From an optimization exercise on the open Yosys and OpenROAD flow, aimed at small area, a short achievable clock period and few clock cycles per item; shortcuts taken in it are not production practice.
Only simulation tests tie the RTL to the original design; equivalence was not proved.

## flow/design.v (module list and top-level ports; edited modules follow where they fit)
// module mult32x32_fast: 1181 lines
// module mfa: 4 lines
// module mha: 4 lines
// module mbpp: 3 lines
module mult32x32_fast (
    input logic clk,
    input logic reset,
    input logic start,
    input logic [31:0] a,
    input logic [31:0] b,
    output logic busy,
    output logic [63:0] product
);
  // ...
==> flow/run.sh <==
#!/bin/bash
# synth_recipe.tcl (not shown) runs the flow's synth.tcl, then flattens the netlist and writes it again
# the make line also repeats each setting of config.mk as NAME=value (left out here)
make -C /OpenROAD-flow-scripts/flow DESIGN_CONFIG=/design/flow/config.mk WORK_HOME=/design/flow/orfs CLKGATE_MAP_FILE= SYNTH_SCRIPT=/design/flow/synth_recipe.tcl finish
==> flow/config.mk <==
export PLATFORM = sky130hd
export DESIGN_NAME = mult32x32_fast
export DESIGN_NICKNAME = mult32x32_fast
export VERILOG_FILES = /design/flow/design.v
export SDC_FILE = /design/flow/constraint.sdc
export NUM_CORES = 4
export LEC_CHECK = 0
export CAP_MARGIN = 20
export CORE_MARGIN = 2
export CORE_UTILIZATION = 40
export SLEW_MARGIN = 20
export SYNTH_HIERARCHICAL = 1
export SYNTH_MINIMUM_KEEP_SIZE = 0
==> flow/constraint.sdc <==
create_clock -name core_clock -period 10.0 [get_ports {clk}]
set_input_delay 2.0000 -clock core_clock [delete_from_list [all_inputs] [get_ports {clk}]]
set_output_delay 2.0000 -clock core_clock [all_outputs]
set_load 0.01 [all_outputs]
==> impl_metrics.py, run 1 <==
metrics = {
    "timing": {
        "finalMaxSlewViolations": 0,
        "setup-tns-final_ns": 0,
        "fin_skew_ns": 0.01139,
        "min_period_ns": 8.946,
        "final_hold_viol_count": 0,
        "finalCritPeriodShare": 0.8946,
        "slew_headroom": 0.2318,
        "postLayoutSetupSlackWorst_ns": 1.054,
    },
    "detailed_routing": {
        "vias": 13387,
        "drt-initial-drc-count": 926,
        "viasPerCell": 5.836,
    },
    "clock_tree": {
        "max-clock-path-buffers": 2,
        "cts_resized": 0,
        "root_buffer": "clkbuf_16",
        "numClockSinks": 66,
    },
    "layout": {
        "final-seq-area_mm2": 0.001978,
        "design.seq.count": 66,
        "inv_count": 19,
        "nMultiInputCombCells": 1392,
        "nClkBuffers": 9,
        "top_register": "H",
        "clockNetworkAreaShare": 0.01619,
        "final-nonclk-buf-share": 0.09522,
        "signal_buffers": 216,
        "finalInstanceArea_mm2": 0.02055,
    },
    "synth": {
        "synthMuxAreaShare": 0.04050,
        "yosys.area_share.simple": 0.06793,
        "ys_top_cells_by_area": "fa_1, a22oi_2, xnor2_1",
        "synthArstFlopShare": 0.01515,
        "synth-compound-area-share": 0.2607,
        "postSynthAreaPerCell_um2": 11.68,
    },
    "global_route": {
        "grt-ovfl-total": 0,
        "grt_pass1_wl_um": 88370,
        "track_usage": 0.2613,
        "antenna_found_initial": 2,
    },
    "setup_path": {
        "worstSetupPathType": "input pin to register",
        "cpMostUsedCell": "fa_1",
        "r2r-start": "busy",
        "slowest_stage": "buf_4",
        "critical_path_buf_inv_count": 4,
    },
    "job": {
        "drv_cap": 0,
    },
    "placement": {
        "dpl.cell_count": 2278,
    },
    "floorplanning": {
        "pin_count": 132,
    },
    "run_status": {
        "status": "finished clean",
    },
}
Testbench counts, summed over its fixed seeds: cycles 4,794, items 3,200.
==> run 2, diff against run 1 <==
--- a/flow/config.mk
+++ b/flow/config.mk
@@ -8,6 +8,8 @@
 export CAP_MARGIN = 20
 export CORE_MARGIN = 2
 export CORE_UTILIZATION = 40
+export SETUP_SLACK_MARGIN = 3
 export SLEW_MARGIN = 20
 export SYNTH_HIERARCHICAL = 1
 export SYNTH_MINIMUM_KEEP_SIZE = 0
+export TNS_END_PERCENT = 0
==> run 2 against run 1 <==
  * Critical path depth increased by 1
  * Worst setup slack improved by 1.4 ns
  * First-iteration DRC count increased by 33%
  * Core utilization increased by 8.5 points
  * Routed wire length increased by 16%
  * Critical path type unchanged
  * Critical endpoint is now H[40]
==> impl_metrics.py, run 2 <==
metrics = {
    "timing": {
        "slew_headroom": 0.2813,
        "final_hold_viol_count": 0,
        "setup_viol": 0,
        "worst_pin_slew_ns": 1.078,
        "fin_skew_ns": 0.01405,
        "min_period_ns": 7.524,
        "fmaxAchievable_mhz": 132.9,
        "setup-tns-final_ns": 0,
        "rsz0062_at_grt": "true",
        "finalMaxSlewViolations": 0,
        "finalCritPeriodShare": 0.7524,
    },
    "setup_path": {
        "cp.required_ns": 10.10,
        "rrSetupSlack_ns": 3.23,
        "path_max_fanout": 6,
        "crit_arrival_ns": 7.62,
        "worstRegToRegCells": 22,
        "setup.worst_path.start": "b[1]",
        "r2r_end": "H[40]",
        "r2r-start": "busy",
        "worstSetupPathType": "input pin to register",
        "worstSetupEndpointType": "register",
        "critPathLaunchType": "input pin",
    },
    "global_route": {
        "grt_pass1_wl_um": 98060,
        "antenna_found_initial": 0,
        "met1_usage": 0.3762,
        "grt-ovfl-total": 0,
        "track_usage": 0.2945,
        "first_global_vias": 15667,
        "grt_max_degree": 65,
        "grt_use_met2": 0.4900,
        "grt_util_met3": 0.04328,
        "top_usage_layer": "met2",
    },
    "floorplanning": {
        "core_mm2": 0.04289,
        "rows": 76,
        "start_util": 0.4041,
        "fp.dieArea_mm2": 0.04501,
        "pin_count": 132,
        "chipWidth_um": 212.2,
        "die_h_um": 212.2,
    },
    "synth": {
        "synthTopCellsByCount": "xnor2_1, a22oi_2, fa_1, ha_1, edfxtp_1",
        "ys_top_cells_by_area": "fa_1, a22oi_2, xnor2_1",
        "yosysMostFrequentCell": "xnor2_1",
        "syn_inst": 1484,
        "synth_area_mm2": 0.01733,
        "synth_top_cell_by_area": "fa_1",
        "yosysTopAreaCellShare": 0.2957,
        "dominantRegCellSynth": "edfxtp_1",
        "synthArstFlopShare": 0.01515,
        "synth_edf_count": 65,
        "yosysSeqAreaShare": 0.1141,
        "synth_cell_types": 67,
        "yosys_warnings": 7,
        "ys_ff_latch": 66,
        "postSynthAreaPerCell_um2": 11.68,
    },
    "clock_tree": {
        "holdBufCountCts": 0,
        "htreeDepth": 3,
        "cts_tree": "done",
        "numClockSinks": 66,
        "cts_made_buffers": 9,
        "clk_pin_slew_ns": 0.07,
        "clk_latency_ns": 0.35,
        "max-clock-path-buffers": 2,
        "root_buffer": "clkbuf_16",
    },
    "placement": {
        "gp_congestion": 0.8825,
        "dp.final_hpwl_um": 44280,
        "dpl_cell_area_mm2": 0.02042,
        "io_buffers": 131,
    },
    "detailed_routing": {
        "drt-initial-drc-count": 1227,
        "drt-total-wl_um": 67130,
        "wl_per_cell_um": 26.96,
        "vias": 14826,
        "ant_nets": 0,
        "viasPerCell": 5.954,
        "drc": 0,
        "drtPass1Iterations": 5,
    },
    "layout": {
        "largest_reg_flops": 48,
        "n_fill_cell": 3662,
        "finalInstanceArea_mm2": 0.02421,
        "n_antenna_cell": 0,
        "layout_common_cells": "a22oi_2, xnor2_1, fa_1",
        "nets": 2294,
        "drive_gt1_frac": 0.4315,
        "layout_commonest_cell": "a22oi_2",
        "largestRegisters": "H: 48 flops, L: 16 flops",
        "area_growth_syn_to_layout_pct": 39.70,
        "top_register": "H",
    },
    "worst_hold_path": {
        "hold_path.startpoint": "H[3]",
        "holdPathStages": 0,
        "hold_path_end": "L[3]",
        "holdCritPathClass": "register to register",
    },
    "job": {
        "drv_cap": 0,
    },
    "run_status": {
        "status": "finished clean",
    },
}
run 2: critical path, cell delays in order:
cell and delay (ns):
buf_2 0.11, mux2i_4 0.26, clkinvlp_4 0.21, buf_6 0.16, xnor2_4 0.12, buf_4 0.15, clkbuf_16 0.16, buf_4 0.13
a22oi_2 0.15, xnor2_1 0.16, fa_1 0.51, fa_1 0.60, fa_1 0.44, fa_1 0.54, ha_4 0.21, a21o_1 0.18
o21bai_4 0.17, a211o_1 0.29, or4_4 0.44, o21ai_4 0.25, o21ai_4 0.11, a21oi_2 0.18, xnor2_2 0.08
run 2: per-module statistics from Yosys, one instance, submodules excluded:
module | flip-flops and latches | cells | cell area [um2]
mult32x32_fast | 66 | 677 | 6311
mbpp | 0 | 2 | 21.27
mfa | 0 | 1 | 20.02
mha | 0 | 1 | 12.51
run 2: worst max-delay path by stage:
stage          endpoint  slack (ns)  cells past startpoint
6_report          H[40]        2.48                     23
5_1_grt           H[42]        2.36                     23
4_1_cts           H[40]        2.55                     22
3_5_place_dp      H[47]        0.75                     22
3_3_place_gp      H[42]        0.65                     22
2_1_floorplan     H[44]        1.55                     18
run 2: final cells by class:
type	instances	area, um2	share of cell area
Timing Repair Buffer	408	4358	0.1800
Multi-Input combinational cell	1396	16760	0.6922
Clock inverter	7	53.80	0.002222
Inverter	19	102.6	0.004237
Clock buffer	9	225.2	0.009302
Sequential cell	66	1981	0.08180
Tap cell	585	732.0	0.03023
run 2: what timing repair did:
action                                  CTS  global route
endpoints found under the setup margin   40            34
pin swaps                               118            99
gates resized for setup                 255           105
setup buffers                           159            35
gates cloned                             14             4
run 2: cell families after synthesis:
logic type / after synthesis / share of synthesized area
XOR/XNOR: 314 / 0.1587
buffers and inverters: 48 / 0.01076
other: 2 / 0.0004333
multiplexers: 64 / 0.04050
AND/OR/NAND/NOR: 224 / 0.06793
flip-flops: 66 / 0.1141
adder cells (fa/ha/maj): 327 / 0.3470
AO/OA/AOI/OAI: 439 / 0.2607
run 2: routing by layer:
layer  share of wire  up-vias
li1                -     6310
met1            0.40     7670
met2            0.48      672
met3           0.064      174
met4           0.051        0
met5               0        -
run 2: stage by stage:
stage	hold slack (ns)	setup WS, ns	util	cells
final	0.4743	2.476	0.5646	2490
after global routing	0.4942	2.359	0.5646	2490
after detailed placement	0.4606	0.7482	0.4762	2262
after CTS	0.4744	2.547	0.5452	2451
after global placement	0.4629	0.6540	0.4755	2261
after floorplan	0.4398	1.547	-	1506
==> run 3, diff against run 2 <==
--- a/flow/config.mk
+++ b/flow/config.mk
@@ -12,4 +12,3 @@
 export SLEW_MARGIN = 20
 export SYNTH_HIERARCHICAL = 1
 export SYNTH_MINIMUM_KEEP_SIZE = 0
-export TNS_END_PERCENT = 0
==> run 3 against run 2 <==
  * Still clean on timing, DRC and antenna
  * Highest routed layer unchanged
  * Critical path depth is the same
  * Sequential share of layout area shrank 0.30 points
  * Largest cell class unchanged
==> impl_metrics.py, run 3 <==
metrics = {
    "run_status": {
        "status": "finished clean",
    },
    "timing": {
        "fmaxAchievable_mhz": 133.6,
        "finalCritPeriodShare": 0.7486,
        "fin_skew_ns": 0.01536,
        "hold_slack_ns": 0.4753,
        "setup_viol": 0,
        "finalMaxSlewViolations": 0,
        "final_hold_viol_count": 0,
        "postLayoutSetupSlackWorst_ns": 2.514,
        "slew_headroom": 0.2654,
        "min_period_ns": 7.486,
        "rsz0062_at_grt": "true",
        "setup-tns-final_ns": 0,
        "worst_pin_slew_ns": 1.102,
    },
    "setup_path": {
        "worstRegToRegCells": 21,
        "cp.required_ns": 10.07,
        "rrSetupSlack_ns": 2.98,
        "critPathLaunchType": "input pin",
        "worstSetupPathType": "input pin to register",
        "r2r-start": "busy",
        "path_max_fanout": 7,
        "worstSetupEndpointType": "register",
        "r2r_end": "H[36]",
        "crit_arrival_ns": 7.55,
    },
    "detailed_routing": {
        "drtPass1Iterations": 7,
        "ant_nets": 0,
        "wl_per_cell_um": 27.16,
        "drt-total-wl_um": 68180,
        "viasPerCell": 5.958,
        "drc": 0,
        "drt-initial-drc-count": 1108,
        "vias": 14954,
    },
    "synth": {
        "synth_area_mm2": 0.01733,
        "synth_cell_types": 67,
        "yosysTopAreaCellShare": 0.2957,
        "yosysMostFrequentCell": "xnor2_1",
        "yosysSeqAreaShare": 0.1141,
        "synth_edf_count": 65,
        "ys_top_cells_by_area": "fa_1, a22oi_2, xnor2_1",
        "synthArstFlopShare": 0.01515,
        "dominantRegCellSynth": "edfxtp_1",
        "synthTopCellsByCount": "xnor2_1, a22oi_2, fa_1, ha_1, edfxtp_1",
        "yosys_warnings": 7,
        "ys_ff_latch": 66,
        "syn_inst": 1484,
        "postSynthAreaPerCell_um2": 11.68,
        "synth_top_cell_by_area": "fa_1",
    },
    "floorplanning": {
        "fp.dieArea_mm2": 0.04501,
        "core_mm2": 0.04289,
        "die_h_um": 212.2,
        "pin_count": 132,
        "start_util": 0.4041,
        "rows": 76,
        "chipWidth_um": 212.2,
    },
    "clock_tree": {
        "cts_made_buffers": 9,
        "htreeDepth": 3,
        "holdBufCountCts": 0,
        "clk_latency_ns": 0.34,
        "max-clock-path-buffers": 2,
        "cts_tree": "done",
        "root_buffer": "clkbuf_16",
        "numClockSinks": 66,
        "clk_pin_slew_ns": 0.06,
    },
    "global_route": {
        "grt_pass1_wl_um": 101000,
        "grt-ovfl-total": 0,
        "antenna_found_initial": 2,
        "first_global_vias": 16094,
        "track_usage": 0.3036,
        "grt_max_degree": 65,
    },
    "layout": {
        "top_register": "H",
        "n_fill_cell": 3462,
        "largest_reg_flops": 48,
        "layout_common_cells": "a22oi_2, xnor2_1, fa_1",
        "nets": 2313,
        "post-route-util": 0.5859,
        "area_growth_syn_to_layout_pct": 44.97,
        "largestRegisters": "H: 48 flops, L: 16 flops",
        "drive_gt1_frac": 0.4875,
        "layout_commonest_cell": "a22oi_2",
    },
    "job": {
        "drv_cap": 0,
    },
    "placement": {
        "dp.final_hpwl_um": 44710,
        "preCtsSetupSlack_ns": 0.8744,
        "gp_congestion": 0.8786,
        "io_buffers": 131,
    },
    "worst_hold_path": {
        "hold_path.startpoint": "H[8]",
        "holdPathStages": 0,
        "hold_path_end": "L[8]",
        "holdCritPathClass": "register to register",
    },
}
-- run 3: cell count changes in the layout (fill, tap and decap cells not counted), moves of 6 or more --
cell,previous run,this run
clkdlybuf4s50_1,92,85
ha_4,15,22
xnor2_1,258,234
buf_12,41,50
o21ai_2,3,10
fa_1,222,198
a21oi_2,6,17
nor2_1,33,27
xnor2_2,32,55
fa_2,34,58
a21oi_1,36,26
-- run 3: worst max-delay path: stages --
cell      delay [ns]
buf_6           0.10
mux2i_4         0.19
buf_4           0.15
buf_4           0.13
nand2_2         0.12
o21ai_4         0.21
buf_12          0.16
buf_4           0.13
a22oi_2         0.07
xnor2_2         0.17
fa_1            0.50
fa_2            0.64
fa_2            0.46
fa_1            0.59
ha_4            0.23
a21oi_4         0.21
o21bai_4        0.09
a211o_1         0.30
or4_4           0.44
o21ai_4         0.26
o21ai_4         0.11
buf_6           0.14
xor2_2          0.14
-- run 3: repair_timing --
item | CTS | global route
buffers inserted | 183 | 28
cloned | 21 | 1
pin swaps | 152 | 104
gates resized for setup | 376 | 76
endpoints found under the setup margin | 39 | 31
endpoints found under the hold margin | 0 | 0
-- run 3: cells by family after synthesis --
kind of cell             synth area share
AO/OA/AOI/OAI                      0.2607
XOR/XNOR                           0.1587
adder cells (fa/ha/maj)            0.3470
buffers and inverters             0.01076
flip-flops                         0.1141
multiplexers                      0.04050
other                           0.0004333
AND/OR/NAND/NOR                   0.06793
-- run 3: worst max path at each step --
stage | startpoint | end | slack [ns] | cells past startpoint
floorplan | b[1] | H[44] | 1.55 | 18
global placement | b[29] | H[47] | 0.82 | 20
detailed placement | b[19] | H[47] | 0.87 | 22
CTS | b[9] | H[47] | 2.60 | 22
global route | b[3] | H[46] | 2.43 | 24
finish | b[3] | H[36] | 2.51 | 23
-- run 3: through the flow --
stage | std cells | area [um2]
floorplan | 1506 | 18180
global placement | 2260 | 20620
detailed placement | 2260 | 20620
CTS | 2480 | 24480
global route | 2509 | 25120
finish | 2510 | 25130
-- run 3: cell type report --
cell class	count	area, um2	share of cell area
multi-input cells	1398	17320	0.6895
repair buffers	425	4663	0.1856
flip-flops and latches	66	1981	0.07883
well taps	585	732.0	0.02913
clock buffers	9	225.2	0.008964
clock inverters	7	100.1	0.003984
inverters	19	97.59	0.003884
diodes	1	2.502	0.00009960
-- run 3: layer usage --
metal	part of all wire	track usage	vias up
met1	0.39	0.3763	7682
li1	-	-	6371
met3	0.070	0.05185	205
met2	0.48	0.5115	696
met5	0	0	-
met4	0.060	0.1508	0
-- run 3: per-module statistics from Yosys (local to each module, per instance) --
module	cells inside	cell area [um2]
mfa	1	20.02
mbpp	2	21.27
mha	1	12.51
mult32x32_fast	677	6311

[afterwards: timing with drivers on the ports]
No port has a modelled driver above. Below, the same layouts with a new extraction and two added sets of constraints. Step 1 (the two cells are an assumption about what drives the block):
set clk [get_ports {clk}]
set_driving_cell -lib_cell sky130_fd_sc_hd__clkbuf_16 $clk
set_driving_cell -lib_cell sky130_fd_sc_hd__buf_2 [delete_from_list [all_inputs] $clk]
Step 2 times the ports against the registers' clock, not the clock port: input delays grow and output delays shrink by t, the midpoint of the rising clock arrivals with the driver on. Three values: no drivers, after step 1, after step 2; two values: the first two.
run	t (ns)	setup WS [ns]	worst setup path after step 2	slew at the worst register clock pin (ns)	worst data-port slew with drivers (ns)
run 1	0.367	1.054 / 1.068 / 0.700	input to register	0.07 / 0.07	0.04
run 2	0.389	2.476 / 2.493 / 2.104	input to register	0.07 / 0.07	0.04
run 3	0.383	2.514 / 2.528 / 2.145	input to register	0.07 / 0.07	0.06
After both steps setup and hold are still met in every run listed. For run 2, which loses most, drivers alone change the setup slack by +0.017 ns; drivers and shift together by -0.372 ns.
